What follows belongs to an exercise in optimizing a design on an open flow for small area and a short achievable clock period; a production flow would make more cautious choices.
Function was not checked in any run shown here: the RTL went through the layout flow alone.
Power is estimated from default activity; no workload was simulated.

==> flow/design.v, too long to show whole: its modules and the start of the top module <==
// module Decoder_Unit: 9 lines
// module ALU_MUL: 901 lines
// module ALU_DIV: 194 lines
// module ALU_ADDSUB: 44 lines
// module LOGIC_UNIT: 8 lines
// module CMP_UNIT: 11 lines
// module SHIFT_UNIT: 9 lines
// module ALU_TOP: 62 lines
module ALU_TOP (
input wire signed [15:0] A,
input wire signed [15:0] B,
input wire [3:0] ALU_FUNC,
input wire CLK,
input wire RST,
output reg signed [31:0] Arith_OUT,
output reg [15:0] Logic_OUT,
output reg [1:0] CMP_OUT,
output reg [16:0] SHIFT_OUT,
output reg Arith_Flag, Logic_Flag, CMP_Flag, SHIFT_Flag
	);
  // ...
==> flow/flow/run.sh <==
#!/bin/bash
# The standard layout (standard.sh) with three changes:
#  - synthesis is the standard synthesis with ABC's mapping script replaced by
#    flow/abc.script (flow/synth.tcl); the registers are the standard synthesis's;
#  - every port is buffered by the smallest buffer cell instead of the one buffer_ports
#    picks by default;
#  - repair_timing aims for 46 ns of setup slack (SETUP_SLACK_MARGIN) instead of 0, so the
#    resizer upsizes the critical path; the clock and constraints stay the design's.
# Each tool's output lands in the ORFS logs under orfs/logs/; make's own output goes to
# standard_flow.log in this folder.
set -euo pipefail
bash standard.sh "SYNTH_SCRIPT=$PWD/flow/synth.tcl" \
  "BUFFER_PORTS_ARGS=-buffer_cell sky130_fd_sc_hd__buf_1" \
  SETUP_SLACK_MARGIN=46 finish > standard_flow.log 2>&1
==> flow/flow/abc.script <==
strash
dch
map -a
topo
stime -c
==> flow/flow/synth.tcl <==
# The standard synthesis (synth_recipe.tcl in the work folder), with ABC's mapping script
# replaced by flow/abc.script. Only the combinational mapping changes; the registers are the
# standard synthesis's.
set my_flow_dir [file dirname [file normalize [info script]]]
proc abc {args} {
  set i [lsearch -exact $args -script]
  if {$i >= 0} { lset args [expr {$i + 1}] [file join $::my_flow_dir abc.script] }
  yosys abc {*}$args
}
source [file join [file dirname $my_flow_dir] synth_recipe.tcl]
==> flow/standard.sh <==
#!/bin/bash
# synth_recipe.tcl (not shown) runs the flow's synth.tcl, then flattens the netlist and writes it again
# the make line also repeats each setting of config.mk as NAME=value (left out here)
make -C /OpenROAD-flow-scripts/flow DESIGN_CONFIG=/design/flow/config.mk WORK_HOME=/design/flow/orfs CLKGATE_MAP_FILE= SYNTH_SCRIPT=/design/flow/synth_recipe.tcl "${@:-finish}"
==> flow/config.mk <==
export PLATFORM = sky130hd
export DESIGN_NAME = ALU_TOP
export DESIGN_NICKNAME = ALU_TOP
export VERILOG_FILES = /design/flow/design.v
export SDC_FILE = /design/flow/constraint.sdc
export NUM_CORES = 4
export LEC_CHECK = 0
export ABC_AREA = 1
export CAP_MARGIN = 20
export CORE_MARGIN = 2
export CORE_UTILIZATION = 40
export SLEW_MARGIN = 20
==> flow/constraint.sdc <==
create_clock -name core_clock -period 95.0 [get_ports {CLK}]
set_input_delay 19.0000 -clock core_clock [delete_from_list [all_inputs] [get_ports {CLK}]]
set_output_delay 19.0000 -clock core_clock [all_outputs]
set_load 0.01 [all_outputs]
==> results by group, run 1 <==
Status
  – Run status: finished clean

Clocking
  – Post-CTS Setup Bufs: 5
  – Clock buffer depth: 2
  – Root Buffer: clkbuf_16
  – CTS tree: done

Critical path
  – Worst EP required: 95.23 ns
  – Worst path top cell family by delay: compound AO/OA/AOI/OAI gates
  – Critical Path End Type: flip-flop
  – Instance count on the critical path: 182
  – Crit-path slowest cell: nor4_4
  – Crit. Startpoint: A[2]

Finish
  – Layout clock buffer count: 9
  – Largest register FFs: 32
  – Non-clk bufs: 204
  – Fraction of layout cells with a size suffix above 1: 0.110
  – Final Non-Filler Cells: 2,625
  – Largest regs: Arith_OUT (32), SHIFT_OUT (17), Logic_OUT (16)
  – Inverters: 218
  – NonClk Buf Share: 0.0658
  – Clk tree area frac: 0.0200
  – Fin area: 17,600 µm²

Job
  – Max Cap Viol: 0

GRT
  – Gr busiest metal: met2

STA
  – Final-report setup violation count: 0

Power
  – Part of the power in combinational logic: 0.812
  – Sw Ratio: 0.513

Synth
  – Post-synthesis area per instance: 7.75 µm²
  – Register area share after synthesis: 0.119
  – Synth Warn #: 1
  – EDFF count, synth: 0

Routing
  – Drt drc: 0
  – M1 WL: 22.2 mm
  – DR vias: 15,252
  – Vias/cell: 5.81
  – Top sig layer: met4
  – Metal2 WL: 25.8 mm

Floorplanning
  – Die ar.: 39,000 µm²
  – Ports: 109

Placement
  – Worst slack, placed: 41.05 ns
  – Post-DP HPWL: 39.0 mm
==> module ALU_DIV, before the edit <==
module ALU_DIV (
  input  wire [15:0] A,
  input  wire [15:0] B,
  output wire [16:0] Q    
);
wire sa = A[15];
wire sb = B[15];
wire [15:0] N;
assign N[0] = A[0];
assign N[1] = A[1] ^ (sa & (|A[0:0]));
assign N[2] = A[2] ^ (sa & (|A[1:0]));
assign N[3] = A[3] ^ (sa & (|A[2:0]));
assign N[4] = A[4] ^ (sa & (|A[3:0]));
assign N[5] = A[5] ^ (sa & (|A[4:0]));
assign N[6] = A[6] ^ (sa & (|A[5:0]));
assign N[7] = A[7] ^ (sa & (|A[6:0]));
assign N[8] = A[8] ^ (sa & (|A[7:0]));
assign N[9] = A[9] ^ (sa & (|A[8:0]));
assign N[10] = A[10] ^ (sa & (|A[9:0]));
assign N[11] = A[11] ^ (sa & (|A[10:0]));
assign N[12] = A[12] ^ (sa & (|A[11:0]));
assign N[13] = A[13] ^ (sa & (|A[12:0]));
assign N[14] = A[14] ^ (sa & (|A[13:0]));
assign N[15] = A[15] ^ (sa & (|A[14:0]));
wire ci = ~sb;
wire [15:0] Bx = B ^ {16{ci}};
wire [15:0] q;
wire [0:0] x15;
assign x15 = N[15];
wire [0:0] d15;
wire [1:0] c15;
wire [1:0] t15 = {1'b0, x15} + {1'b0, Bx[0:0]} + ci;
assign d15 = t15[0:0];
assign c15[1] = t15[1];
assign q[15] = c15[1] & (&Bx[15:1]);
wire [0:0] r15 = q[15] ? d15 : x15;
wire [1:0] x14;
assign x14 = {r15, N[14]};
wire [1:0] d14;
wire [2:0] c14;
wire [2:0] t14 = {1'b0, x14} + {1'b0, Bx[1:0]} + ci;
assign d14 = t14[1:0];
assign c14[2] = t14[2];
assign q[14] = c14[2] & (&Bx[15:2]);
wire [1:0] r14 = q[14] ? d14 : x14;
wire [2:0] x13;
assign x13 = {r14, N[13]};
wire [2:0] d13;
wire [3:0] c13;
wire [3:0] t13 = {1'b0, x13} + {1'b0, Bx[2:0]} + ci;
assign d13 = t13[2:0];
assign c13[3] = t13[3];
assign q[13] = c13[3] & (&Bx[15:3]);
wire [2:0] r13 = q[13] ? d13 : x13;
wire [3:0] x12;
assign x12 = {r13, N[12]};
wire [3:0] d12;
wire [4:0] c12;
wire [4:0] t12 = {1'b0, x12} + {1'b0, Bx[3:0]} + ci;
assign d12 = t12[3:0];
assign c12[4] = t12[4];
assign q[12] = c12[4] & (&Bx[15:4]);
wire [3:0] r12 = q[12] ? d12 : x12;
wire [4:0] x11;
assign x11 = {r12, N[11]};
wire [4:0] d11;
wire [5:0] c11;
wire [5:0] t11 = {1'b0, x11} + {1'b0, Bx[4:0]} + ci;
assign d11 = t11[4:0];
assign c11[5] = t11[5];
assign q[11] = c11[5] & (&Bx[15:5]);
wire [4:0] r11 = q[11] ? d11 : x11;
wire [5:0] x10;
assign x10 = {r11, N[10]};
wire [5:0] d10;
wire [6:0] c10;
wire [6:0] t10 = {1'b0, x10} + {1'b0, Bx[5:0]} + ci;
assign d10 = t10[5:0];
assign c10[6] = t10[6];
assign q[10] = c10[6] & (&Bx[15:6]);
wire [5:0] r10 = q[10] ? d10 : x10;
wire [6:0] x9;
assign x9 = {r10, N[9]};
wire [6:0] d9;
wire [7:0] c9;
wire [7:0] t9 = {1'b0, x9} + {1'b0, Bx[6:0]} + ci;
assign d9 = t9[6:0];
assign c9[7] = t9[7];
assign q[9] = c9[7] & (&Bx[15:7]);
wire [6:0] r9 = q[9] ? d9 : x9;
wire [7:0] x8;
assign x8 = {r9, N[8]};
wire [7:0] d8;
wire [8:0] c8;
wire [8:0] t8 = {1'b0, x8} + {1'b0, Bx[7:0]} + ci;
assign d8 = t8[7:0];
assign c8[8] = t8[8];
assign q[8] = c8[8] & (&Bx[15:8]);
wire [7:0] r8 = q[8] ? d8 : x8;
wire [8:0] x7;
assign x7 = {r8, N[7]};
wire [8:0] d7;
wire [9:0] c7;
wire [9:0] t7 = {1'b0, x7} + {1'b0, Bx[8:0]} + ci;
assign d7 = t7[8:0];
assign c7[9] = t7[9];
assign q[7] = c7[9] & (&Bx[15:9]);
wire [8:0] r7 = q[7] ? d7 : x7;
wire [9:0] x6;
assign x6 = {r7, N[6]};
wire [9:0] d6;
wire [10:0] c6;
wire [10:0] t6 = {1'b0, x6} + {1'b0, Bx[9:0]} + ci;
assign d6 = t6[9:0];
assign c6[10] = t6[10];
assign q[6] = c6[10] & (&Bx[15:10]);
wire [9:0] r6 = q[6] ? d6 : x6;
wire [10:0] x5;
assign x5 = {r6, N[5]};
wire [10:0] d5;
wire [11:0] c5;
wire [11:0] t5 = {1'b0, x5} + {1'b0, Bx[10:0]} + ci;
assign d5 = t5[10:0];
assign c5[11] = t5[11];
assign q[5] = c5[11] & (&Bx[15:11]);
wire [10:0] r5 = q[5] ? d5 : x5;
wire [11:0] x4;
assign x4 = {r5, N[4]};
wire [11:0] d4;
wire [12:0] c4;
wire [12:0] t4 = {1'b0, x4} + {1'b0, Bx[11:0]} + ci;
assign d4 = t4[11:0];
assign c4[12] = t4[12];
assign q[4] = c4[12] & (&Bx[15:12]);
wire [11:0] r4 = q[4] ? d4 : x4;
wire [12:0] x3;
assign x3 = {r4, N[3]};
wire [12:0] d3;
wire [13:0] c3;
wire [13:0] t3 = {1'b0, x3} + {1'b0, Bx[12:0]} + ci;
assign d3 = t3[12:0];
assign c3[13] = t3[13];
assign q[3] = c3[13] & (&Bx[15:13]);
wire [12:0] r3 = q[3] ? d3 : x3;
wire [13:0] x2;
assign x2 = {r3, N[2]};
wire [13:0] d2;
wire [14:0] c2;
wire [14:0] t2 = {1'b0, x2} + {1'b0, Bx[13:0]} + ci;
assign d2 = t2[13:0];
assign c2[14] = t2[14];
assign q[2] = c2[14] & (&Bx[15:14]);
wire [13:0] r2 = q[2] ? d2 : x2;
wire [14:0] x1;
assign x1 = {r2, N[1]};
wire [14:0] d1;
wire [15:0] c1;
wire [15:0] t1 = {1'b0, x1} + {1'b0, Bx[14:0]} + ci;
assign d1 = t1[14:0];
assign c1[15] = t1[15];
assign q[1] = c1[15] & (&Bx[15:15]);
wire [14:0] r1 = q[1] ? d1 : x1;
wire [15:0] x0;
assign x0 = {r1, N[0]};
wire [15:0] d0;
wire [16:0] c0;
wire [16:0] t0 = {1'b0, x0} + {1'b0, Bx[15:0]} + ci;
assign d0 = t0[15:0];
assign c0[16] = t0[16];
assign q[0] = c0[16];
wire sq = sa ^ sb;
wire [15:0] qh = {1'b0, q[15:1]};
wire [15:0] qneg;
assign qneg[0] = qh[0];
assign qneg[1] = qh[1] ^ (|qh[0:0]);
assign qneg[2] = qh[2] ^ (|qh[1:0]);
assign qneg[3] = qh[3] ^ (|qh[2:0]);
assign qneg[4] = qh[4] ^ (|qh[3:0]);
assign qneg[5] = qh[5] ^ (|qh[4:0]);
assign qneg[6] = qh[6] ^ (|qh[5:0]);
assign qneg[7] = qh[7] ^ (|qh[6:0]);
assign qneg[8] = qh[8] ^ (|qh[7:0]);
assign qneg[9] = qh[9] ^ (|qh[8:0]);
assign qneg[10] = qh[10] ^ (|qh[9:0]);
assign qneg[11] = qh[11] ^ (|qh[10:0]);
assign qneg[12] = qh[12] ^ (|qh[11:0]);
assign qneg[13] = qh[13] ^ (|qh[12:0]);
assign qneg[14] = qh[14] ^ (|qh[13:0]);
assign qneg[15] = qh[15] ^ (|qh[14:0]);
wire [15:0] h0 = sq ? qneg : qh;
wire [15:0] h1 = qh ^ {16{sq}};
assign Q[16:1] = q[0] ? h1 : h0;
assign Q[0] = q[0];
endmodule
==> inputs of run 2 (changes only) <==
--- a/flow/design.v
+++ b/flow/design.v
@@ -938,169 +938,623 @@
 wire [0:0] x15;
 assign x15 = N[15];
 wire [0:0] d15;
+wire r15_s1;
+wire r15_c2;
+assign r15_s1 = x15[0] ^ Bx[0] ^ ci;
+assign r15_c2 = (x15[0] & Bx[0]) | (ci & (x15[0] ^ Bx[0]));
+assign d15[0] = r15_s1;
 wire [1:0] c15;
-wire [1:0] t15 = {1'b0, x15} + {1'b0, Bx[0:0]} + ci;
-assign d15 = t15[0:0];
-assign c15[1] = t15[1];
+assign c15[1] = r15_c2;
 assign q[15] = c15[1] & (&Bx[15:1]);
 wire [0:0] r15 = q[15] ? d15 : x15;
 wire [1:0] x14;
 assign x14 = {r15, N[14]};
 wire [1:0] d14;
 wire [2:0] c14;
-wire [2:0] t14 = {1'b0, x14} + {1'b0, Bx[1:0]} + ci;
-assign d14 = t14[1:0];
-assign c14[2] = t14[2];
+wire [1:0] p14 = x14 ^ Bx[1:0];
+wire [1:0] g14 = x14 & Bx[1:0];
+wire k14_g0 = g14[0] | (p14[0] & ci);
+wire k14_1G = g14[1] | (p14[1] & k14_g0);
+assign d14[0] = p14[0] ^ ci;
+assign d14[1] = p14[1] ^ k14_g0;
+assign c14[2] = k14_1G;
 assign q[14] = c14[2] & (&Bx[15:2]);
 wire [1:0] r14 = q[14] ? d14 : x14;
 wire [2:0] x13;
 assign x13 = {r14, N[13]};
 wire [2:0] d13;
 wire [3:0] c13;
-wire [3:0] t13 = {1'b0, x13} + {1'b0, Bx[2:0]} + ci;
-assign d13 = t13[2:0];
-assign c13[3] = t13[3];
+wire [2:0] p13 = x13 ^ Bx[2:0];
+wire [2:0] g13 = x13 & Bx[2:0];
+wire k13_g0 = g13[0] | (p13[0] & ci);
+wire k13_1G = g13[1] | (p13[1] & k13_g0);
+wire k13_2G = g13[2] | (p13[2] & k13_1G);
+assign d13[0] = p13[0] ^ ci;
+assign d13[1] = p13[1] ^ k13_g0;
+assign d13[2] = p13[2] ^ k13_1G;
+assign c13[3] = k13_2G;
 assign q[13] = c13[3] & (&Bx[15:3]);
 wire [2:0] r13 = q[13] ? d13 : x13;
 wire [3:0] x12;
 assign x12 = {r13, N[12]};
 wire [3:0] d12;
 wire [4:0] c12;
-wire [4:0] t12 = {1'b0, x12} + {1'b0, Bx[3:0]} + ci;
-assign d12 = t12[3:0];
-assign c12[4] = t12[4];
+wire [3:0] p12 = x12 ^ Bx[3:0];
+wire [3:0] g12 = x12 & Bx[3:0];
+wire k12_g0 = g12[0] | (p12[0] & ci);
+wire k12_1G = g12[1] | (p12[1] & k12_g0);
+wire k12_2G = g12[3] | (p12[3] & g12[2]);
+wire k12_2P = p12[3] & p12[2];
+wire k12_3G = g12[2] | (p12[2] & k12_1G);
+wire k12_4G = k12_2G | (k12_2P & k12_1G);
+assign d12[0] = p12[0] ^ ci;
+assign d12[1] = p12[1] ^ k12_g0;
+assign d12[2] = p12[2] ^ k12_1G;
+assign d12[3] = p12[3] ^ k12_3G;
+assign c12[4] = k12_4G;
 assign q[12] = c12[4] & (&Bx[15:4]);
 wire [3:0] r12 = q[12] ? d12 : x12;
 wire [4:0] x11;
 assign x11 = {r12, N[11]};
 wire [4:0] d11;
 wire [5:0] c11;
-wire [5:0] t11 = {1'b0, x11} + {1'b0, Bx[4:0]} + ci;
-assign d11 = t11[4:0];
-assign c11[5] = t11[5];
+wire [4:0] p11 = x11 ^ Bx[4:0];
+wire [4:0] g11 = x11 & Bx[4:0];
+wire k11_g0 = g11[0] | (p11[0] & ci);
+wire k11_1G = g11[1] | (p11[1] & k11_g0);
+wire k11_2G = g11[3] | (p11[3] & g11[2]);
+wire k11_2P = p11[3] & p11[2];
+wire k11_3G = g11[2] | (p11[2] & k11_1G);
+wire k11_4G = k11_2G | (k11_2P & k11_1G);
+wire k11_5G = g11[4] | (p11[4] & k11_4G);
+assign d11[0] = p11[0] ^ ci;
+assign d11[1] = p11[1] ^ k11_g0;
+assign d11[2] = p11[2] ^ k11_1G;
+assign d11[3] = p11[3] ^ k11_3G;
+assign d11[4] = p11[4] ^ k11_4G;
+assign c11[5] = k11_5G;
 assign q[11] = c11[5] & (&Bx[15:5]);
 wire [4:0] r11 = q[11] ? d11 : x11;
 wire [5:0] x10;
 assign x10 = {r11, N[10]};
 wire [5:0] d10;
 wire [6:0] c10;
-wire [6:0] t10 = {1'b0, x10} + {1'b0, Bx[5:0]} + ci;
-assign d10 = t10[5:0];
-assign c10[6] = t10[6];
+wire [5:0] p10 = x10 ^ Bx[5:0];
+wire [5:0] g10 = x10 & Bx[5:0];
+wire k10_g0 = g10[0] | (p10[0] & ci);
+wire k10_1G = g10[1] | (p10[1] & k10_g0);
+wire k10_2G = g10[3] | (p10[3] & g10[2]);
+wire k10_2P = p10[3] & p10[2];
+wire k10_3G = g10[5] | (p10[5] & g10[4]);
+wire k10_3P = p10[5] & p10[4];
+wire k10_4G = g10[2] | (p10[2] & k10_1G);
+wire k10_5G = k10_2G | (k10_2P & k10_1G);
+wire k10_6G = g10[4] | (p10[4] & k10_5G);
+wire k10_7G = k10_3G | (k10_3P & k10_5G);
+assign d10[0] = p10[0] ^ ci;
+assign d10[1] = p10[1] ^ k10_g0;
+assign d10[2] = p10[2] ^ k10_1G;
+assign d10[3] = p10[3] ^ k10_4G;
+assign d10[4] = p10[4] ^ k10_5G;
+assign d10[5] = p10[5] ^ k10_6G;
+assign c10[6] = k10_7G;
 assign q[10] = c10[6] & (&Bx[15:6]);
 wire [5:0] r10 = q[10] ? d10 : x10;
 wire [6:0] x9;
 assign x9 = {r10, N[9]};
 wire [6:0] d9;
 wire [7:0] c9;
-wire [7:0] t9 = {1'b0, x9} + {1'b0, Bx[6:0]} + ci;
-assign d9 = t9[6:0];
-assign c9[7] = t9[7];
+wire [6:0] p9 = x9 ^ Bx[6:0];
+wire [6:0] g9 = x9 & Bx[6:0];
+wire k9_g0 = g9[0] | (p9[0] & ci);
+wire k9_1G = g9[1] | (p9[1] & k9_g0);
+wire k9_2G = g9[3] | (p9[3] & g9[2]);
+wire k9_2P = p9[3] & p9[2];
+wire k9_3G = g9[5] | (p9[5] & g9[4]);
+wire k9_3P = p9[5] & p9[4];
+wire k9_4G = g9[2] | (p9[2] & k9_1G);
+wire k9_5G = k9_2G | (k9_2P & k9_1G);
+wire k9_6G = g9[6] | (p9[6] & k9_3G);
+wire k9_6P = p9[6] & k9_3P;
+wire k9_7G = g9[4] | (p9[4] & k9_5G);
+wire k9_8G = k9_3G | (k9_3P & k9_5G);
+wire k9_9G = k9_6G | (k9_6P & k9_5G);
+assign d9[0] = p9[0] ^ ci;
+assign d9[1] = p9[1] ^ k9_g0;
+assign d9[2] = p9[2] ^ k9_1G;
+assign d9[3] = p9[3] ^ k9_4G;
+assign d9[4] = p9[4] ^ k9_5G;
+assign d9[5] = p9[5] ^ k9_7G;
+assign d9[6] = p9[6] ^ k9_8G;
+assign c9[7] = k9_9G;
 assign q[9] = c9[7] & (&Bx[15:7]);
 wire [6:0] r9 = q[9] ? d9 : x9;
 wire [7:0] x8;
 assign x8 = {r9, N[8]};
 wire [7:0] d8;
 wire [8:0] c8;
-wire [8:0] t8 = {1'b0, x8} + {1'b0, Bx[7:0]} + ci;
-assign d8 = t8[7:0];
-assign c8[8] = t8[8];
+wire [7:0] p8 = x8 ^ Bx[7:0];
+wire [7:0] g8 = x8 & Bx[7:0];
+wire k8_g0 = g8[0] | (p8[0] & ci);
+wire k8_1G = g8[1] | (p8[1] & k8_g0);
+wire k8_2G = g8[3] | (p8[3] & g8[2]);
+wire k8_2P = p8[3] & p8[2];
+wire k8_3G = g8[5] | (p8[5] & g8[4]);
+wire k8_3P = p8[5] & p8[4];
+wire k8_4G = g8[7] | (p8[7] & g8[6]);
+wire k8_4P = p8[7] & p8[6];
+wire k8_5G = g8[2] | (p8[2] & k8_1G);
+wire k8_6G = k8_2G | (k8_2P & k8_1G);
+wire k8_7G = g8[6] | (p8[6] & k8_3G);
+wire k8_7P = p8[6] & k8_3P;
+wire k8_8G = k8_4G | (k8_4P & k8_3G);
+wire k8_8P = k8_4P & k8_3P;
+wire k8_9G = g8[4] | (p8[4] & k8_6G);
+wire k8_10G = k8_3G | (k8_3P & k8_6G);
+wire k8_11G = k8_7G | (k8_7P & k8_6G);
+wire k8_12G = k8_8G | (k8_8P & k8_6G);
+assign d8[0] = p8[0] ^ ci;
+assign d8[1] = p8[1] ^ k8_g0;
+assign d8[2] = p8[2] ^ k8_1G;
+assign d8[3] = p8[3] ^ k8_5G;
+assign d8[4] = p8[4] ^ k8_6G;
+assign d8[5] = p8[5] ^ k8_9G;
+assign d8[6] = p8[6] ^ k8_10G;
+assign d8[7] = p8[7] ^ k8_11G;
+assign c8[8] = k8_12G;
 assign q[8] = c8[8] & (&Bx[15:8]);
 wire [7:0] r8 = q[8] ? d8 : x8;
 wire [8:0] x7;
 assign x7 = {r8, N[7]};
 wire [8:0] d7;
 wire [9:0] c7;
-wire [9:0] t7 = {1'b0, x7} + {1'b0, Bx[8:0]} + ci;
-assign d7 = t7[8:0];
-assign c7[9] = t7[9];
+wire [8:0] p7 = x7 ^ Bx[8:0];
+wire [8:0] g7 = x7 & Bx[8:0];
+wire k7_g0 = g7[0] | (p7[0] & ci);
+wire k7_1G = g7[1] | (p7[1] & k7_g0);
+wire k7_2G = g7[3] | (p7[3] & g7[2]);
+wire k7_2P = p7[3] & p7[2];
+wire k7_3G = g7[5] | (p7[5] & g7[4]);
+wire k7_3P = p7[5] & p7[4];
+wire k7_4G = g7[7] | (p7[7] & g7[6]);
+wire k7_4P = p7[7] & p7[6];
+wire k7_5G = g7[2] | (p7[2] & k7_1G);
+wire k7_6G = k7_2G | (k7_2P & k7_1G);
+wire k7_7G = g7[6] | (p7[6] & k7_3G);
+wire k7_7P = p7[6] & k7_3P;
+wire k7_8G = k7_4G | (k7_4P & k7_3G);
+wire k7_8P = k7_4P & k7_3P;
+wire k7_9G = g7[4] | (p7[4] & k7_6G);
+wire k7_10G = k7_3G | (k7_3P & k7_6G);
+wire k7_11G = k7_7G | (k7_7P & k7_6G);
+wire k7_12G = k7_8G | (k7_8P & k7_6G);
+wire k7_13G = g7[8] | (p7[8] & k7_12G);
+assign d7[0] = p7[0] ^ ci;
+assign d7[1] = p7[1] ^ k7_g0;
+assign d7[2] = p7[2] ^ k7_1G;
+assign d7[3] = p7[3] ^ k7_5G;
+assign d7[4] = p7[4] ^ k7_6G;
+assign d7[5] = p7[5] ^ k7_9G;
+assign d7[6] = p7[6] ^ k7_10G;
+assign d7[7] = p7[7] ^ k7_11G;
+assign d7[8] = p7[8] ^ k7_12G;
+assign c7[9] = k7_13G;
 assign q[7] = c7[9] & (&Bx[15:9]);
 wire [8:0] r7 = q[7] ? d7 : x7;
 wire [9:0] x6;
 assign x6 = {r7, N[6]};
 wire [9:0] d6;
 wire [10:0] c6;
-wire [10:0] t6 = {1'b0, x6} + {1'b0, Bx[9:0]} + ci;
-assign d6 = t6[9:0];
-assign c6[10] = t6[10];
+wire [9:0] p6 = x6 ^ Bx[9:0];
+wire [9:0] g6 = x6 & Bx[9:0];
+wire k6_g0 = g6[0] | (p6[0] & ci);
+wire k6_1G = g6[1] | (p6[1] & k6_g0);
+wire k6_2G = g6[3] | (p6[3] & g6[2]);
+wire k6_2P = p6[3] & p6[2];
+wire k6_3G = g6[5] | (p6[5] & g6[4]);
+wire k6_3P = p6[5] & p6[4];
+wire k6_4G = g6[7] | (p6[7] & g6[6]);
+wire k6_4P = p6[7] & p6[6];
+wire k6_5G = g6[9] | (p6[9] & g6[8]);
+wire k6_5P = p6[9] & p6[8];
+wire k6_6G = g6[2] | (p6[2] & k6_1G);
+wire k6_7G = k6_2G | (k6_2P & k6_1G);
+wire k6_8G = g6[6] | (p6[6] & k6_3G);
+wire k6_8P = p6[6] & k6_3P;
+wire k6_9G = k6_4G | (k6_4P & k6_3G);
+wire k6_9P = k6_4P & k6_3P;
+wire k6_10G = g6[4] | (p6[4] & k6_7G);
+wire k6_11G = k6_3G | (k6_3P & k6_7G);
+wire k6_12G = k6_8G | (k6_8P & k6_7G);
+wire k6_13G = k6_9G | (k6_9P & k6_7G);
+wire k6_14G = g6[8] | (p6[8] & k6_13G);
+wire k6_15G = k6_5G | (k6_5P & k6_13G);
+assign d6[0] = p6[0] ^ ci;
+assign d6[1] = p6[1] ^ k6_g0;
+assign d6[2] = p6[2] ^ k6_1G;
+assign d6[3] = p6[3] ^ k6_6G;
+assign d6[4] = p6[4] ^ k6_7G;
+assign d6[5] = p6[5] ^ k6_10G;
+assign d6[6] = p6[6] ^ k6_11G;
+assign d6[7] = p6[7] ^ k6_12G;
+assign d6[8] = p6[8] ^ k6_13G;
+assign d6[9] = p6[9] ^ k6_14G;
+assign c6[10] = k6_15G;
 assign q[6] = c6[10] & (&Bx[15:10]);
 wire [9:0] r6 = q[6] ? d6 : x6;
 wire [10:0] x5;
 assign x5 = {r6, N[5]};
 wire [10:0] d5;
 wire [11:0] c5;
-wire [11:0] t5 = {1'b0, x5} + {1'b0, Bx[10:0]} + ci;
-assign d5 = t5[10:0];
-assign c5[11] = t5[11];
+wire [10:0] p5 = x5 ^ Bx[10:0];
+wire [10:0] g5 = x5 & Bx[10:0];
+wire k5_g0 = g5[0] | (p5[0] & ci);
+wire k5_1G = g5[1] | (p5[1] & k5_g0);
+wire k5_2G = g5[3] | (p5[3] & g5[2]);
+wire k5_2P = p5[3] & p5[2];
+wire k5_3G = g5[5] | (p5[5] & g5[4]);
+wire k5_3P = p5[5] & p5[4];
+wire k5_4G = g5[7] | (p5[7] & g5[6]);
+wire k5_4P = p5[7] & p5[6];
+wire k5_5G = g5[9] | (p5[9] & g5[8]);
+wire k5_5P = p5[9] & p5[8];
+wire k5_6G = g5[2] | (p5[2] & k5_1G);
+wire k5_7G = k5_2G | (k5_2P & k5_1G);
+wire k5_8G = g5[6] | (p5[6] & k5_3G);
+wire k5_8P = p5[6] & k5_3P;
+wire k5_9G = k5_4G | (k5_4P & k5_3G);
+wire k5_9P = k5_4P & k5_3P;
+wire k5_10G = g5[10] | (p5[10] & k5_5G);
+wire k5_10P = p5[10] & k5_5P;
+wire k5_11G = g5[4] | (p5[4] & k5_7G);
+wire k5_12G = k5_3G | (k5_3P & k5_7G);
+wire k5_13G = k5_8G | (k5_8P & k5_7G);
+wire k5_14G = k5_9G | (k5_9P & k5_7G);
+wire k5_15G = g5[8] | (p5[8] & k5_14G);
+wire k5_16G = k5_5G | (k5_5P & k5_14G);
+wire k5_17G = k5_10G | (k5_10P & k5_14G);
+assign d5[0] = p5[0] ^ ci;
+assign d5[1] = p5[1] ^ k5_g0;
+assign d5[2] = p5[2] ^ k5_1G;
+assign d5[3] = p5[3] ^ k5_6G;
+assign d5[4] = p5[4] ^ k5_7G;
+assign d5[5] = p5[5] ^ k5_11G;
+assign d5[6] = p5[6] ^ k5_12G;
+assign d5[7] = p5[7] ^ k5_13G;
+assign d5[8] = p5[8] ^ k5_14G;
+assign d5[9] = p5[9] ^ k5_15G;
+assign d5[10] = p5[10] ^ k5_16G;
+assign c5[11] = k5_17G;
 assign q[5] = c5[11] & (&Bx[15:11]);
 wire [10:0] r5 = q[5] ? d5 : x5;
 wire [11:0] x4;
 assign x4 = {r5, N[4]};
 wire [11:0] d4;
 wire [12:0] c4;
-wire [12:0] t4 = {1'b0, x4} + {1'b0, Bx[11:0]} + ci;
-assign d4 = t4[11:0];
-assign c4[12] = t4[12];
+wire [11:0] p4 = x4 ^ Bx[11:0];
+wire [11:0] g4 = x4 & Bx[11:0];
+wire k4_g0 = g4[0] | (p4[0] & ci);
+wire k4_1G = g4[1] | (p4[1] & k4_g0);
+wire k4_2G = g4[3] | (p4[3] & g4[2]);
+wire k4_2P = p4[3] & p4[2];
+wire k4_3G = g4[5] | (p4[5] & g4[4]);
+wire k4_3P = p4[5] & p4[4];
+wire k4_4G = g4[7] | (p4[7] & g4[6]);
+wire k4_4P = p4[7] & p4[6];
+wire k4_5G = g4[9] | (p4[9] & g4[8]);
+wire k4_5P = p4[9] & p4[8];
+wire k4_6G = g4[11] | (p4[11] & g4[10]);
+wire k4_6P = p4[11] & p4[10];
+wire k4_7G = g4[2] | (p4[2] & k4_1G);
+wire k4_8G = k4_2G | (k4_2P & k4_1G);
+wire k4_9G = g4[6] | (p4[6] & k4_3G);
+wire k4_9P = p4[6] & k4_3P;
+wire k4_10G = k4_4G | (k4_4P & k4_3G);
+wire k4_10P = k4_4P & k4_3P;
+wire k4_11G = g4[10] | (p4[10] & k4_5G);
+wire k4_11P = p4[10] & k4_5P;
+wire k4_12G = k4_6G | (k4_6P & k4_5G);
+wire k4_12P = k4_6P & k4_5P;
+wire k4_13G = g4[4] | (p4[4] & k4_8G);
+wire k4_14G = k4_3G | (k4_3P & k4_8G);
+wire k4_15G = k4_9G | (k4_9P & k4_8G);
+wire k4_16G = k4_10G | (k4_10P & k4_8G);
+wire k4_17G = g4[8] | (p4[8] & k4_16G);
+wire k4_18G = k4_5G | (k4_5P & k4_16G);
+wire k4_19G = k4_11G | (k4_11P & k4_16G);
+wire k4_20G = k4_12G | (k4_12P & k4_16G);
+assign d4[0] = p4[0] ^ ci;
+assign d4[1] = p4[1] ^ k4_g0;
+assign d4[2] = p4[2] ^ k4_1G;
+assign d4[3] = p4[3] ^ k4_7G;
+assign d4[4] = p4[4] ^ k4_8G;
+assign d4[5] = p4[5] ^ k4_13G;
+assign d4[6] = p4[6] ^ k4_14G;
+assign d4[7] = p4[7] ^ k4_15G;
+assign d4[8] = p4[8] ^ k4_16G;
+assign d4[9] = p4[9] ^ k4_17G;
+assign d4[10] = p4[10] ^ k4_18G;
+assign d4[11] = p4[11] ^ k4_19G;
+assign c4[12] = k4_20G;
 assign q[4] = c4[12] & (&Bx[15:12]);
 wire [11:0] r4 = q[4] ? d4 : x4;
 wire [12:0] x3;
 assign x3 = {r4, N[3]};
 wire [12:0] d3;
 wire [13:0] c3;
-wire [13:0] t3 = {1'b0, x3} + {1'b0, Bx[12:0]} + ci;
-assign d3 = t3[12:0];
-assign c3[13] = t3[13];
+wire [12:0] p3 = x3 ^ Bx[12:0];
+wire [12:0] g3 = x3 & Bx[12:0];
+wire k3_g0 = g3[0] | (p3[0] & ci);
+wire k3_1G = g3[1] | (p3[1] & k3_g0);
+wire k3_2G = g3[3] | (p3[3] & g3[2]);
+wire k3_2P = p3[3] & p3[2];
+wire k3_3G = g3[5] | (p3[5] & g3[4]);
+wire k3_3P = p3[5] & p3[4];
+wire k3_4G = g3[7] | (p3[7] & g3[6]);
+wire k3_4P = p3[7] & p3[6];
+wire k3_5G = g3[9] | (p3[9] & g3[8]);
+wire k3_5P = p3[9] & p3[8];
+wire k3_6G = g3[11] | (p3[11] & g3[10]);
+wire k3_6P = p3[11] & p3[10];
+wire k3_7G = g3[2] | (p3[2] & k3_1G);
+wire k3_8G = k3_2G | (k3_2P & k3_1G);
+wire k3_9G = g3[6] | (p3[6] & k3_3G);
+wire k3_9P = p3[6] & k3_3P;
+wire k3_10G = k3_4G | (k3_4P & k3_3G);
+wire k3_10P = k3_4P & k3_3P;
+wire k3_11G = g3[10] | (p3[10] & k3_5G);
+wire k3_11P = p3[10] & k3_5P;
+wire k3_12G = k3_6G | (k3_6P & k3_5G);
+wire k3_12P = k3_6P & k3_5P;
+wire k3_13G = g3[4] | (p3[4] & k3_8G);
+wire k3_14G = k3_3G | (k3_3P & k3_8G);
+wire k3_15G = k3_9G | (k3_9P & k3_8G);
+wire k3_16G = k3_10G | (k3_10P & k3_8G);
+wire k3_17G = g3[12] | (p3[12] & k3_12G);
+wire k3_17P = p3[12] & k3_12P;
+wire k3_18G = g3[8] | (p3[8] & k3_16G);
+wire k3_19G = k3_5G | (k3_5P & k3_16G);
+wire k3_20G = k3_11G | (k3_11P & k3_16G);
+wire k3_21G = k3_12G | (k3_12P & k3_16G);
+wire k3_22G = k3_17G | (k3_17P & k3_16G);
+assign d3[0] = p3[0] ^ ci;
+assign d3[1] = p3[1] ^ k3_g0;
+assign d3[2] = p3[2] ^ k3_1G;
+assign d3[3] = p3[3] ^ k3_7G;
+assign d3[4] = p3[4] ^ k3_8G;
+assign d3[5] = p3[5] ^ k3_13G;
+assign d3[6] = p3[6] ^ k3_14G;
+assign d3[7] = p3[7] ^ k3_15G;
+assign d3[8] = p3[8] ^ k3_16G;
+assign d3[9] = p3[9] ^ k3_18G;
+assign d3[10] = p3[10] ^ k3_19G;
+assign d3[11] = p3[11] ^ k3_20G;
+assign d3[12] = p3[12] ^ k3_21G;
+assign c3[13] = k3_22G;
 assign q[3] = c3[13] & (&Bx[15:13]);
 wire [12:0] r3 = q[3] ? d3 : x3;
 wire [13:0] x2;
 assign x2 = {r3, N[2]};
 wire [13:0] d2;
 wire [14:0] c2;
-wire [14:0] t2 = {1'b0, x2} + {1'b0, Bx[13:0]} + ci;
-assign d2 = t2[13:0];
-assign c2[14] = t2[14];
+wire [13:0] p2 = x2 ^ Bx[13:0];
+wire [13:0] g2 = x2 & Bx[13:0];
+wire k2_g0 = g2[0] | (p2[0] & ci);
+wire k2_1G = g2[1] | (p2[1] & k2_g0);
+wire k2_2G = g2[3] | (p2[3] & g2[2]);
+wire k2_2P = p2[3] & p2[2];
+wire k2_3G = g2[5] | (p2[5] & g2[4]);
+wire k2_3P = p2[5] & p2[4];
+wire k2_4G = g2[7] | (p2[7] & g2[6]);
+wire k2_4P = p2[7] & p2[6];
+wire k2_5G = g2[9] | (p2[9] & g2[8]);
+wire k2_5P = p2[9] & p2[8];
+wire k2_6G = g2[11] | (p2[11] & g2[10]);
+wire k2_6P = p2[11] & p2[10];
+wire k2_7G = g2[13] | (p2[13] & g2[12]);
+wire k2_7P = p2[13] & p2[12];
+wire k2_8G = g2[2] | (p2[2] & k2_1G);
+wire k2_9G = k2_2G | (k2_2P & k2_1G);
+wire k2_10G = g2[6] | (p2[6] & k2_3G);
+wire k2_10P = p2[6] & k2_3P;
+wire k2_11G = k2_4G | (k2_4P & k2_3G);
+wire k2_11P = k2_4P & k2_3P;
+wire k2_12G = g2[10] | (p2[10] & k2_5G);
+wire k2_12P = p2[10] & k2_5P;
+wire k2_13G = k2_6G | (k2_6P & k2_5G);
+wire k2_13P = k2_6P & k2_5P;
+wire k2_14G = g2[4] | (p2[4] & k2_9G);
+wire k2_15G = k2_3G | (k2_3P & k2_9G);
+wire k2_16G = k2_10G | (k2_10P & k2_9G);
+wire k2_17G = k2_11G | (k2_11P & k2_9G);
+wire k2_18G = g2[12] | (p2[12] & k2_13G);
+wire k2_18P = p2[12] & k2_13P;
+wire k2_19G = k2_7G | (k2_7P & k2_13G);
+wire k2_19P = k2_7P & k2_13P;
+wire k2_20G = g2[8] | (p2[8] & k2_17G);
+wire k2_21G = k2_5G | (k2_5P & k2_17G);
+wire k2_22G = k2_12G | (k2_12P & k2_17G);
+wire k2_23G = k2_13G | (k2_13P & k2_17G);
+wire k2_24G = k2_18G | (k2_18P & k2_17G);
+wire k2_25G = k2_19G | (k2_19P & k2_17G);
+assign d2[0] = p2[0] ^ ci;
+assign d2[1] = p2[1] ^ k2_g0;
+assign d2[2] = p2[2] ^ k2_1G;
+assign d2[3] = p2[3] ^ k2_8G;
+assign d2[4] = p2[4] ^ k2_9G;
+assign d2[5] = p2[5] ^ k2_14G;
+assign d2[6] = p2[6] ^ k2_15G;
+assign d2[7] = p2[7] ^ k2_16G;
+assign d2[8] = p2[8] ^ k2_17G;
+assign d2[9] = p2[9] ^ k2_20G;
+assign d2[10] = p2[10] ^ k2_21G;
+assign d2[11] = p2[11] ^ k2_22G;
+assign d2[12] = p2[12] ^ k2_23G;
+assign d2[13] = p2[13] ^ k2_24G;
+assign c2[14] = k2_25G;
 assign q[2] = c2[14] & (&Bx[15:14]);
 wire [13:0] r2 = q[2] ? d2 : x2;
 wire [14:0] x1;
 assign x1 = {r2, N[1]};
 wire [14:0] d1;
 wire [15:0] c1;
-wire [15:0] t1 = {1'b0, x1} + {1'b0, Bx[14:0]} + ci;
-assign d1 = t1[14:0];
-assign c1[15] = t1[15];
+wire [14:0] p1 = x1 ^ Bx[14:0];
+wire [14:0] g1 = x1 & Bx[14:0];
+wire k1_g0 = g1[0] | (p1[0] & ci);
+wire k1_1G = g1[1] | (p1[1] & k1_g0);
+wire k1_2G = g1[3] | (p1[3] & g1[2]);
+wire k1_2P = p1[3] & p1[2];
+wire k1_3G = g1[5] | (p1[5] & g1[4]);
+wire k1_3P = p1[5] & p1[4];
+wire k1_4G = g1[7] | (p1[7] & g1[6]);
+wire k1_4P = p1[7] & p1[6];
+wire k1_5G = g1[9] | (p1[9] & g1[8]);
+wire k1_5P = p1[9] & p1[8];
+wire k1_6G = g1[11] | (p1[11] & g1[10]);
+wire k1_6P = p1[11] & p1[10];
+wire k1_7G = g1[13] | (p1[13] & g1[12]);
+wire k1_7P = p1[13] & p1[12];
+wire k1_8G = g1[2] | (p1[2] & k1_1G);
+wire k1_9G = k1_2G | (k1_2P & k1_1G);
+wire k1_10G = g1[6] | (p1[6] & k1_3G);
+wire k1_10P = p1[6] & k1_3P;
+wire k1_11G = k1_4G | (k1_4P & k1_3G);
+wire k1_11P = k1_4P & k1_3P;
+wire k1_12G = g1[10] | (p1[10] & k1_5G);
+wire k1_12P = p1[10] & k1_5P;
+wire k1_13G = k1_6G | (k1_6P & k1_5G);
+wire k1_13P = k1_6P & k1_5P;
+wire k1_14G = g1[14] | (p1[14] & k1_7G);
+wire k1_14P = p1[14] & k1_7P;
+wire k1_15G = g1[4] | (p1[4] & k1_9G);
+wire k1_16G = k1_3G | (k1_3P & k1_9G);
+wire k1_17G = k1_10G | (k1_10P & k1_9G);
+wire k1_18G = k1_11G | (k1_11P & k1_9G);
+wire k1_19G = g1[12] | (p1[12] & k1_13G);
+wire k1_19P = p1[12] & k1_13P;
+wire k1_20G = k1_7G | (k1_7P & k1_13G);
+wire k1_20P = k1_7P & k1_13P;
+wire k1_21G = k1_14G | (k1_14P & k1_13G);
+wire k1_21P = k1_14P & k1_13P;
+wire k1_22G = g1[8] | (p1[8] & k1_18G);
+wire k1_23G = k1_5G | (k1_5P & k1_18G);
+wire k1_24G = k1_12G | (k1_12P & k1_18G);
+wire k1_25G = k1_13G | (k1_13P & k1_18G);
+wire k1_26G = k1_19G | (k1_19P & k1_18G);
+wire k1_27G = k1_20G | (k1_20P & k1_18G);
+wire k1_28G = k1_21G | (k1_21P & k1_18G);
+assign d1[0] = p1[0] ^ ci;
+assign d1[1] = p1[1] ^ k1_g0;
+assign d1[2] = p1[2] ^ k1_1G;
+assign d1[3] = p1[3] ^ k1_8G;
+assign d1[4] = p1[4] ^ k1_9G;
+assign d1[5] = p1[5] ^ k1_15G;
+assign d1[6] = p1[6] ^ k1_16G;
+assign d1[7] = p1[7] ^ k1_17G;
+assign d1[8] = p1[8] ^ k1_18G;
+assign d1[9] = p1[9] ^ k1_22G;
+assign d1[10] = p1[10] ^ k1_23G;
+assign d1[11] = p1[11] ^ k1_24G;
+assign d1[12] = p1[12] ^ k1_25G;
+assign d1[13] = p1[13] ^ k1_26G;
+assign d1[14] = p1[14] ^ k1_27G;
+assign c1[15] = k1_28G;
 assign q[1] = c1[15] & (&Bx[15:15]);
 wire [14:0] r1 = q[1] ? d1 : x1;
 wire [15:0] x0;
 assign x0 = {r1, N[0]};
 wire [15:0] d0;
 wire [16:0] c0;
-wire [16:0] t0 = {1'b0, x0} + {1'b0, Bx[15:0]} + ci;
-assign d0 = t0[15:0];
-assign c0[16] = t0[16];
+wire [15:0] p0 = x0 ^ Bx[15:0];
+wire [15:0] g0 = x0 & Bx[15:0];
+wire k0_g0 = g0[0] | (p0[0] & ci);
+wire k0_1G = g0[1] | (p0[1] & k0_g0);
+wire k0_2G = g0[3] | (p0[3] & g0[2]);
+wire k0_2P = p0[3] & p0[2];
+wire k0_3G = g0[5] | (p0[5] & g0[4]);
+wire k0_3P = p0[5] & p0[4];
+wire k0_4G = g0[7] | (p0[7] & g0[6]);
+wire k0_4P = p0[7] & p0[6];
+wire k0_5G = g0[9] | (p0[9] & g0[8]);
+wire k0_5P = p0[9] & p0[8];
+wire k0_6G = g0[11] | (p0[11] & g0[10]);
+wire k0_6P = p0[11] & p0[10];
+wire k0_7G = g0[13] | (p0[13] & g0[12]);
+wire k0_7P = p0[13] & p0[12];
+wire k0_8G = g0[15] | (p0[15] & g0[14]);
+wire k0_8P = p0[15] & p0[14];
+wire k0_9G = g0[2] | (p0[2] & k0_1G);
+wire k0_10G = k0_2G | (k0_2P & k0_1G);
+wire k0_11G = g0[6] | (p0[6] & k0_3G);
+wire k0_11P = p0[6] & k0_3P;
+wire k0_12G = k0_4G | (k0_4P & k0_3G);
+wire k0_12P = k0_4P & k0_3P;
+wire k0_13G = g0[10] | (p0[10] & k0_5G);
+wire k0_13P = p0[10] & k0_5P;
+wire k0_14G = k0_6G | (k0_6P & k0_5G);
+wire k0_14P = k0_6P & k0_5P;
+wire k0_15G = g0[14] | (p0[14] & k0_7G);
+wire k0_15P = p0[14] & k0_7P;
+wire k0_16G = k0_8G | (k0_8P & k0_7G);
+wire k0_16P = k0_8P & k0_7P;
+wire k0_17G = g0[4] | (p0[4] & k0_10G);
+wire k0_18G = k0_3G | (k0_3P & k0_10G);
+wire k0_19G = k0_11G | (k0_11P & k0_10G);
+wire k0_20G = k0_12G | (k0_12P & k0_10G);
+wire k0_21G = g0[12] | (p0[12] & k0_14G);
+wire k0_21P = p0[12] & k0_14P;
+wire k0_22G = k0_7G | (k0_7P & k0_14G);
+wire k0_22P = k0_7P & k0_14P;
+wire k0_23G = k0_15G | (k0_15P & k0_14G);
+wire k0_23P = k0_15P & k0_14P;
+wire k0_24G = k0_16G | (k0_16P & k0_14G);
+wire k0_24P = k0_16P & k0_14P;
+wire k0_25G = g0[8] | (p0[8] & k0_20G);
+wire k0_26G = k0_5G | (k0_5P & k0_20G);
+wire k0_27G = k0_13G | (k0_13P & k0_20G);
+wire k0_28G = k0_14G | (k0_14P & k0_20G);
+wire k0_29G = k0_21G | (k0_21P & k0_20G);
+wire k0_30G = k0_22G | (k0_22P & k0_20G);
+wire k0_31G = k0_23G | (k0_23P & k0_20G);
+wire k0_32G = k0_24G | (k0_24P & k0_20G);
+assign d0[0] = p0[0] ^ ci;
+assign d0[1] = p0[1] ^ k0_g0;
+assign d0[2] = p0[2] ^ k0_1G;
+assign d0[3] = p0[3] ^ k0_9G;
+assign d0[4] = p0[4] ^ k0_10G;
+assign d0[5] = p0[5] ^ k0_17G;
+assign d0[6] = p0[6] ^ k0_18G;
+assign d0[7] = p0[7] ^ k0_19G;
+assign d0[8] = p0[8] ^ k0_20G;
+assign d0[9] = p0[9] ^ k0_25G;
+assign d0[10] = p0[10] ^ k0_26G;
+assign d0[11] = p0[11] ^ k0_27G;
+assign d0[12] = p0[12] ^ k0_28G;
+assign d0[13] = p0[13] ^ k0_29G;
+assign d0[14] = p0[14] ^ k0_30G;
+assign d0[15] = p0[15] ^ k0_31G;
+assign c0[16] = k0_32G;
 assign q[0] = c0[16];
 wire sq = sa ^ sb;
-wire [15:0] qh = {1'b0, q[15:1]};
-wire [15:0] qneg;
-assign qneg[0] = qh[0];
-assign qneg[1] = qh[1] ^ (|qh[0:0]);
-assign qneg[2] = qh[2] ^ (|qh[1:0]);
-assign qneg[3] = qh[3] ^ (|qh[2:0]);
-assign qneg[4] = qh[4] ^ (|qh[3:0]);
-assign qneg[5] = qh[5] ^ (|qh[4:0]);
-assign qneg[6] = qh[6] ^ (|qh[5:0]);
-assign qneg[7] = qh[7] ^ (|qh[6:0]);
-assign qneg[8] = qh[8] ^ (|qh[7:0]);
-assign qneg[9] = qh[9] ^ (|qh[8:0]);
-assign qneg[10] = qh[10] ^ (|qh[9:0]);
-assign qneg[11] = qh[11] ^ (|qh[10:0]);
-assign qneg[12] = qh[12] ^ (|qh[11:0]);
-assign qneg[13] = qh[13] ^ (|qh[12:0]);
-assign qneg[14] = qh[14] ^ (|qh[13:0]);
-assign qneg[15] = qh[15] ^ (|qh[14:0]);
-wire [15:0] h0 = sq ? qneg : qh;
-wire [15:0] h1 = qh ^ {16{sq}};
-assign Q[16:1] = q[0] ? h1 : h0;
-assign Q[0] = q[0];
+wire [16:0] qn;
+assign qn[0] = q[0];
+assign qn[1] = q[1] ^ (sq & (|q[0:0]));
+assign qn[2] = q[2] ^ (sq & (|q[1:0]));
+assign qn[3] = q[3] ^ (sq & (|q[2:0]));
+assign qn[4] = q[4] ^ (sq & (|q[3:0]));
+assign qn[5] = q[5] ^ (sq & (|q[4:0]));
+assign qn[6] = q[6] ^ (sq & (|q[5:0]));
+assign qn[7] = q[7] ^ (sq & (|q[6:0]));
+assign qn[8] = q[8] ^ (sq & (|q[7:0]));
+assign qn[9] = q[9] ^ (sq & (|q[8:0]));
+assign qn[10] = q[10] ^ (sq & (|q[9:0]));
+assign qn[11] = q[11] ^ (sq & (|q[10:0]));
+assign qn[12] = q[12] ^ (sq & (|q[11:0]));
+assign qn[13] = q[13] ^ (sq & (|q[12:0]));
+assign qn[14] = q[14] ^ (sq & (|q[13:0]));
+assign qn[15] = q[15] ^ (sq & (|q[14:0]));
+assign qn[16] = sq & (|q);
+assign Q = qn;
 endmodule
 module ALU_ADDSUB (
   input  wire [15:0] A,
==> flow/flow/run.sh (replaced) <==
#!/bin/bash
# The standard layout (standard.sh), with every port buffered by the smallest buffer cell
# instead of the one buffer_ports picks by default. Each tool's output lands in the ORFS logs
# under orfs/logs/; make's own output goes to standard_flow.log in this folder.
set -euo pipefail
bash standard.sh "BUFFER_PORTS_ARGS=-buffer_cell sky130_fd_sc_hd__buf_1" finish > standard_flow.log 2>&1
removed: flow/flow/abc.script
removed: flow/flow/synth.tcl
==> results by group, run 2 <==
STA
  – Crit path time final: 53.58 ns (was 46.99 ns)
  – Final-report setup violation count: 0 (unchanged)
  – Relative slew slack: 0.313 (was 0.349)
  – Tcrit/Tclk final: 0.564 (was 0.495)
  – Final Hold Slack: 18.81 ns (was 18.78 ns)
  – RSZ-0062 raised after global routing: no (unchanged)
  – Hold Vio Cnt, Final: 0 (unchanged)
  – Max Clk Rate: 0.0187 GHz (was 0.0213 GHz)
  – Final worst slack: 41.42 ns (was 48.02 ns)
  – Slew @ Worst Pin: 1.03 ns (was 0.976 ns)
  – Slew Limit Fails: 0 (unchanged)
  – Setup TNS: 0 ns (unchanged)

Finish
  – Reg with most FFs: Arith_OUT (unchanged)
  – Most frequent cells in the layout: nand2_1 (406), inv_1 (209), xor2_1 (191) (was nand2_1 (292), xor2_1 (226), clkinv_1 (198))
  – Largest register FFs: 32 (unchanged)
  – Fraction of layout cells with a size suffix above 1: 0.0843 (was 0.110)
  – Final net count: 2,404 (was 2,484)
  – Fin area: 16,800 µm² (was 17,600 µm²)
  – Largest regs: Arith_OUT (32), SHIFT_OUT (17), Logic_OUT (16) (unchanged)
  – Filler cell count: 3,925 (was 3,637)
  – P&R area growth vs syn: 7.97% (was 17.7%)
  – Most common cell after layout, fill and taps aside: nand2_1 (unchanged)

Synth
  – Cells taking the most area after synthesis: fa_1 (22%), dfrtp_1 (11%), ha_1 (11%), xor2_1 (11%), nand2_1 (9.8%) (was fa_1 (19%), xor2_1 (14%), ha_1 (13%), dfrtp_1 (12%), nand2_1 (7.6%))
  – Syn_nets: 2,347 (was 2,266)
  – Post-synth top cells: nand2_1 (406), inv_1 (209), xor2_1 (191) (was nand2_1 (305), xor2_1 (235), clkinv_1 (218))
  – Dominant synthesized flop cell: dfrtp_1 (unchanged)
  – Most frequent cell after synthesis: nand2_1 (unchanged)
  – Register area share after synthesis: 0.114 (was 0.119)
  – FFs w/ async S/R, synth: 1.00 (unchanged)
  – #FFs+latches synth: 71 (unchanged)
  – Synth cell types: 55 (was 36)
  – Mapped Area: 15,600 µm² (was 15,000 µm²)
  – EDFF count, synth: 0 (unchanged)
  – Post-synthesis area per instance: 7.78 µm² (was 7.75 µm²)
  – Post-Syn Instances: 2,003 (was 1,933)
  – Post-synth top area share: 0.221 (was 0.188)
  – Yosys top cell by area: fa_1 (unchanged)
  – Synth Warn #: 1 (unchanged)

Clocking
  – TritonCTS Sinks: 71 (unchanged)
  – Post-CTS Setup Bufs: 0 (was 5)
  – CTS-repair resized insts: 0 (was 47)
  – CTS Hold Bufs: 0 (unchanged)
  – H-tree Lvls: 3 (unchanged)
  – CTS tree: done (unchanged)
  – Num CTS Buffers: 9 (unchanged)
  – Clock transition at path regs: 0.07 ns (about the same)
  – Root Buffer: clkbuf_16 (unchanged)
  – Clock buffer depth: 2 (unchanged)

Placement
  – Placer congestion estimate: 0.925 (was 0.914)
  – Placed Area: 16,500 µm² (was 16,300 µm²)
  – Port Buf Inserts: 108 (unchanged)
  – Worst slack, placed: 41.36 ns (was 41.05 ns)
  – Post-DP HPWL: 39.3 mm (was 39.0 mm)

GRT
  – Initial antenna violation count: 0 (was 1)
  – Grt total ovfl: 0 (unchanged)
  – Pin count of the biggest net entering global routing: 72 (unchanged)
  – Vias in the first global route: 14,571 (was 14,971)
  – Total GRT Usage: 0.261 (was 0.275)
  – Global-route wire length before repair: 82.3 mm (was 82.9 mm)

Floorplanning
  – Core area: 38,600 µm² (was 36,800 µm²)
  – Die ar.: 40,500 µm² (was 39,000 µm²)
  – DIE HEIGHT: 201 µm (was 198 µm)
  – Ports: 109 (unchanged)
  – Std cell rows: 72 (was 70)
  – Die Span X: 201 µm (was 198 µm)
  – Starting density of the core: 0.404 (was 0.407)

Power
  – P per Cell Area: 21.9 nW/µm² (was 23.8 nW/µm²)
  – P_leak: 8.26 nW (was 7.73 nW)
  – Peak VDD IR: 0.0411 mV (was 0.0671 mV)

Routing
  – Drt drc: 0 (unchanged)
  – Drt first-iter violations: 1,023 (was 1,242)
  – DR vias: 14,451 (was 15,252)
  – Vias/cell: 5.59 (was 5.81)
  – Post-DRT Antenna Nets: 0 (unchanged)
  – Total Wirelength: 52.4 mm (was 54.3 mm)
  – Routed wire length per instance: 20.3 µm (was 20.7 µm)
  – DRT Pass-1 Iters: 5 (unchanged)

Min path
  – Min-Delay Path Class: input pin to asynchronous set/reset pin (unchanged)

Critical path
  – Crit-path slowest cell: nor2_2 (was nor4_4)
  – CP Launch Type: input pin (unchanged)
  – Worst EP required: 95.25 ns (was 95.23 ns)
  – Crit path DAT: 53.83 ns (was 47.21 ns)
  – Crit-path max FO: 29 (was 15)
  – Crit path top cell by count: nand2_1
  – Critical Path End Type: flip-flop (unchanged)
  – Setup CP Type: input pin to flip-flop (unchanged)
  – CP peak stage delay: 0.77 ns (was 0.46 ns)

Status
  – Run status: finished clean (unchanged)

Job
  – Max Cap Viol: 0 (unchanged)
==> run 2: cell types whose count changed after synthesis, sizes merged, moves of 20 or more <==
cell	before	now
fa	141	172
nand3	33	96
buf	0	42
clkinv	218	9
ha	154	134
inv	0	226
a21oi	167	67
clkbuf	0	61
nor2	151	81
nand2	305	435
xor2	235	191
==> run 2: cells by family (layout without fill, tap and decap cells) <==
| group | count (synthesis) | after routing | synth area share |
|---|---|---|---|
| simple gates | 657 | 657 | 0.188 |
| compound gates | 403 | 403 | 0.155 |
| fa+ha+maj | 306 | 306 | 0.329 |
| mux | 2 | 2 | 0.00129 |
| xor+xnor | 226 | 226 | 0.127 |
| other cells | 0 | 1 | 0 |
| buf+inv | 338 | 399 | 0.0858 |
| flops | 71 | 71 | 0.114 |
==> run 2: where the power goes <==
group	internal, mW	switching, mW	total (mW)
sequential	0.0346	0.00184	0.0364
combinational	0.124	0.171	0.295
clock	0.0202	0.0167	0.0369
total	0.179	0.190	0.368
==> run 2: layout make-up <==
cell class              count  area, µm²  area share
multi-input cells        1594      12500       0.742
clock inverters             6       62.6     0.00372
well taps                 518        648      0.0385
repair buffers            149        742      0.0441
inverters                 235        886      0.0527
flip-flops and latches     71       1780       0.106
diodes                      1       2.50    0.000149
clock buffers               9        225      0.0134
==> run 2: metal layers <==
layer | GRT usage | share of wire | vias up
met5 | 0 | 0 | -
met4 | 0.115 | 0.040 | 0
met3 | 0.0330 | 0.063 | 133
met2 | 0.444 | 0.49 | 621
met1 | 0.333 | 0.41 | 7020
li1 | - | - | 6677
==> run 2: path summary, 6_finish.rpt <==
path	startpoint	end	slack, ns
max in group asynchronous	RST	Logic_OUT[3]$_DFF_PN0_	75.54
worst max-delay path	B[15]	Arith_OUT[17]$_DFF_PN0_	41.42
min in group core_clock	ALU_FUNC[2]	CMP_Flag$_DFF_PN0_	18.93
worst min-delay path	RST	SHIFT_OUT[12]$_DFF_PN0_	18.81
==> run 2: metrics by stage <==
step                power, mW  cells  utilization
floorplan               0.255   2003            -
global placement        0.331   2566        0.428
detailed placement      0.335   2566        0.428
CTS                     0.373   2581        0.435
global route            0.415   2582        0.436
finish                  0.368   2583        0.436
==> run 2: worst max-delay path, delay by kind of cell <==
family | cells | cell delay, ns
adders and majority gates | 19 | 7.28
AOI/OAI and AO/OA | 52 | 9.74
and+or+nand+nor | 94 | 12.77
xor gates and xnor gates | 9 | 1.71
buffers and inverters | 19 | 3.23
==> inputs of run 3 (changes only) <==
==> flow/flow/run.sh (replaced) <==
#!/bin/bash
# The standard layout (standard.sh) with two changes:
#  - every port is buffered by the smallest buffer cell instead of the one buffer_ports
#    picks by default;
#  - repair_timing aims for 45 ns of setup slack (SETUP_SLACK_MARGIN) instead of 0, so the
#    resizer upsizes the critical path; the clock and constraints stay the design's.
# Each tool's output lands in the ORFS logs under orfs/logs/; make's own output goes to
# standard_flow.log in this folder.
set -euo pipefail
bash standard.sh "BUFFER_PORTS_ARGS=-buffer_cell sky130_fd_sc_hd__buf_1" \
  SETUP_SLACK_MARGIN=45 finish > standard_flow.log 2>&1
==> results by group, run 3 <==
Routing
  – Post-DRT Antenna Nets: 0 (unchanged)
  – Vias/cell: 5.62 (was 5.59)
  – DR vias: 14,678 (was 14,451)
  – DRT Pass-1 Iters: 5 (unchanged)
  – Drt drc: 0 (unchanged)
  – Drt first-iter violations: 1,083 (was 1,023)
  – Total Wirelength: 53.5 mm (was 52.4 mm)
  – Routed wire length per instance: 20.5 µm (was 20.3 µm)

Finish
  – Most common cell after layout, fill and taps aside: nand2_1 (unchanged)
  – Largest regs: Arith_OUT (32), SHIFT_OUT (17), Logic_OUT (16) (unchanged)
  – Reg with most FFs: Arith_OUT (unchanged)
  – P&R area growth vs syn: 11.4% (was 7.97%)
  – Final net count: 2,432 (was 2,404)
  – Largest register FFs: 32 (unchanged)
  – Most frequent cells in the layout: nand2_1 (399), inv_1 (202), xor2_1 (189) (was nand2_1 (406), inv_1 (209), xor2_1 (191))
  – Fraction of layout cells with a size suffix above 1: 0.121 (was 0.0843)
  – Fin area: 17,400 µm² (was 16,800 µm²)

Critical path
  – Critical Path End Type: flip-flop (unchanged)
  – Worst EP required: 95.31 ns (was 95.25 ns)
  – Worst path bufs/invs: 17 (was 19)
  – Crit path DAT: 48.24 ns (was 53.83 ns)
  – CP peak stage delay: 0.46 ns (was 0.77 ns)
  – Setup CP Type: input pin to flip-flop (unchanged)
  – Crit path top cell by count: nand2_1 (unchanged)
  – Crit-path max FO: 19 (was 29)
  – CP Launch Type: input pin (unchanged)
  – Crit-path slowest cell: fa_1 (was nor2_2)
  – Worst path top cell family by delay: simple AND/OR/NAND/NOR gates (unchanged)

Synth
  – Synth Warn #: 1 (unchanged)
  – EDFF count, synth: 0 (unchanged)
  – Yosys top cell by area: fa_1 (unchanged)
  – Post-synthesis compound-gate area fraction: 0.155 (unchanged)
  – Simple-gate share of the synthesized area: 0.188 (unchanged)
  – Synth cell types: 55 (unchanged)
  – Main combinational cell family by area after synthesis: adder cells (unchanged)
  – Syn_nets: 2,347 (unchanged)
  – Register area share after synthesis: 0.114 (unchanged)
  – Multiplexer area fraction after synthesis: 0.00129 (unchanged)
  – Post-synthesis area per instance: 7.78 µm² (unchanged)
  – Synth Area in XOR/XNOR: 0.127 (unchanged)
  – Dominant synthesized flop cell: dfrtp_1 (unchanged)
  – FFs w/ async S/R, synth: 1.00 (unchanged)
  – Mapped Area: 15,600 µm² (unchanged)
  – Post-synth top area share: 0.221 (unchanged)
  – #FFs+latches synth: 71 (unchanged)
  – Post-Syn Instances: 2,003 (unchanged)
  – Synth Area in Adders: 0.329 (unchanged)
  – Cells taking the most area after synthesis: fa_1 (22%), dfrtp_1 (11%), ha_1 (11%), xor2_1 (11%), nand2_1 (9.8%) (unchanged)
  – Most frequent cell after synthesis: nand2_1 (unchanged)
  – Post-synth top cells: nand2_1 (406), inv_1 (209), xor2_1 (191) (unchanged)

Floorplanning
  – Core area: 38,600 µm² (unchanged)
  – Std cell rows: 72 (unchanged)
  – Die Span X: 201 µm (unchanged)
  – Die ar.: 40,500 µm² (unchanged)
  – Ports: 109 (unchanged)
  – DIE HEIGHT: 201 µm (unchanged)
  – Starting density of the core: 0.404 (unchanged)

Power
  – P_leak: 8.46 nW (was 8.26 nW)
  – P per Cell Area: 21.9 nW/µm² (about the same)
  – P_int: 186 µW (was 179 µW)
  – Share of power burned in registers: 0.096 (was 0.099)
  – Clock network power share: 0.097 (was 0.100)
  – Switching pwr: 195 µW (was 190 µW)
  – Peak VDD IR: 0.0411 mV (about the same)
  – Sw Ratio: 0.512 (was 0.515)
  – Part of the power in combinational logic: 0.807 (was 0.801)

Clocking
  – Num CTS Buffers: 9 (unchanged)
  – Clock buffer depth: 2 (unchanged)
  – Clock transition at path regs: 0.06 ns (was 0.07 ns)
  – TritonCTS Sinks: 71 (unchanged)
  – Root Buffer: clkbuf_16 (unchanged)
  – CTS tree: done (unchanged)
  – H-tree Lvls: 3 (unchanged)

Placement
  – Placer congestion estimate: 0.925 (unchanged)
  – Post-DP HPWL: 39.3 mm (unchanged)
  – Placed Area: 16,500 µm² (unchanged)
  – Port Buf Inserts: 108 (unchanged)

Status
  – Run status: finished clean (unchanged)

STA
  – Crit path time final: 47.93 ns (was 53.58 ns)
  – Max Clk Rate: 0.0209 GHz (was 0.0187 GHz)
  – RSZ-0062 raised after global routing: no (unchanged)
  – Final-report setup violation count: 0 (unchanged)
  – Hold Vio Cnt, Final: 0 (unchanged)
  – Relative slew slack: 0.327 (was 0.313)
  – Slew Limit Fails: 0 (unchanged)
  – Final Hold Slack: 18.81 ns (about the same)
  – Tcrit/Tclk final: 0.505 (was 0.564)
  – Setup TNS: 0 ns (unchanged)
  – Slew @ Worst Pin: 1.01 ns (was 1.03 ns)

GRT
  – Gr busiest metal: met2 (unchanged)
  – Met3 Use GR: 0.0340 (was 0.0330)
  – Met2 usage: 0.446 (was 0.444)
  – Pin count of the biggest net entering global routing: 72 (unchanged)
  – Grt total ovfl: 0 (unchanged)
  – Met1 Use GR: 0.334 (was 0.333)
  – Initial antenna violation count: 0 (unchanged)
  – Total GRT Usage: 0.263 (was 0.261)
  – Vias in the first global route: 14,717 (was 14,571)
  – Global-route wire length before repair: 83.0 mm (was 82.3 mm)

Min path
  – Min-Delay Path Class: input pin to asynchronous set/reset pin (unchanged)

Job
  – Max Cap Viol: 0 (unchanged)
run 3: cell counts after synthesis:
No cell type changed its count.
run 3: worst max path at each step:
| stage | cells after the start | slack [ns] | startpoint | endpoint |
|---|---|---|---|---|
| 3_3_place_gp | 191 | 42.57 | B[15] | Arith_OUT[18]$_DFF_PN0_ |
| 2_1_floorplan | 200 | 47.87 | B[15] | Arith_OUT[21]$_DFF_PN0_ |
| 4_1_cts | 195 | 45.01 | B[15] | Arith_OUT[16]$_DFF_PN0_ |
| 3_5_place_dp | 194 | 41.36 | B[15] | Arith_OUT[16]$_DFF_PN0_ |
| 5_1_grt | 202 | 44.91 | A[7] | Arith_OUT[10]$_DFF_PN0_ |
| 6_report | 198 | 47.07 | A[6] | Arith_OUT[30]$_DFF_PN0_ |
run 3: final cells by class:
class	count	area (µm²)
sequential	71	1780
clock buffer	9	225
timing repair buffer	172	971
antenna	1	2.50
fill	3882	21200
tap	518	648
inverter	235	917
clock inverter	6	62.6
timing repair inverter	1	5.00
multi-input combinational	1598	12800
run 3: kinds of logic after synthesis:
kind of cell / Yosys count
DFF: 71
xor gates and xnor gates: 226
and+or+nand+nor: 657
muxes: 2
adders and majority gates: 306
buffers and inverters: 338
AOI/OAI and AO/OA: 403
run 3: through the flow:
step / power [mW] / std cells / util / setup WS, ns
global placement: 0.331 / 2566 / 0.428 / 42.57
global route: 0.427 / 2610 / 0.450 / 44.91
floorplan: 0.255 / 2003 / - / 47.87
finish: 0.380 / 2611 / 0.450 / 47.07
detailed placement: 0.335 / 2566 / 0.428 / 41.36
CTS: 0.376 / 2592 / 0.439 / 45.01
run 3: layer usage:
metal,part of all wire,up-vias,routed length (µm)
met5,0,-,0
met2,0.49,627,26100
met4,0.042,0,2240
li1,-,6741,-
met1,0.40,7163,21600
met3,0.066,147,3540
run 3: repair_timing:
action / 4_1_cts / 5_1_grt
buffers inserted: 9 / 14
setup endpoints to repair: 32 / 32
pin swaps: 4 / 13
gates resized for setup: 20 / 79
hold buffers: 0 / 0
gates cloned: 2 / 3
run 3: power groups by stage:
stage,registers [mW],clock network (mW),logic (mW)
6_report,0.0364,0.0371,0.307
5_1_grt,0.0367,0.0385,0.352
4_1_cts,0.0365,0.0372,0.302
3_5_place_dp,0.0369,0,0.298
3_3_place_gp,0.0370,0,0.294
2_1_floorplan,0.0386,0,0.216

-- afterwards: timing with drivers on the ports --
The flow's constraints put no driver on any port. The routed layouts listed below were extracted and timed again, unchanged, in two steps.
Step 1, drivers: a clkbuf_16 drives CLK and a buf_2 each remaining input, both assumed.
Step 2 adds t to the input delays and takes it off the output delays; t is the mean of the earliest and latest rising clock arrival at the registers after step 1. Input paths then give back, and output paths get back, about the clock's delay inside the block.
Three values: ideal ports, drivers, drivers and shift; two values: the first two.
run | t, ns | slack for setup (ns) | latest minus earliest clock arrival (ns)
run 1 | 0.394 | 48.015 / 48.002 / 47.609 | 0.012 / 0.011
run 2 | 0.421 | 41.424 / 41.438 / 41.017 | 0.017 / 0.018
run 3 | 0.419 | 47.070 / 47.082 / 46.662 | 0.018 / 0.019
After both steps setup and hold are still met in every run listed. The setup slack of run 3, which loses most, moves by +0.012 ns with the drivers and by -0.408 ns with both steps.
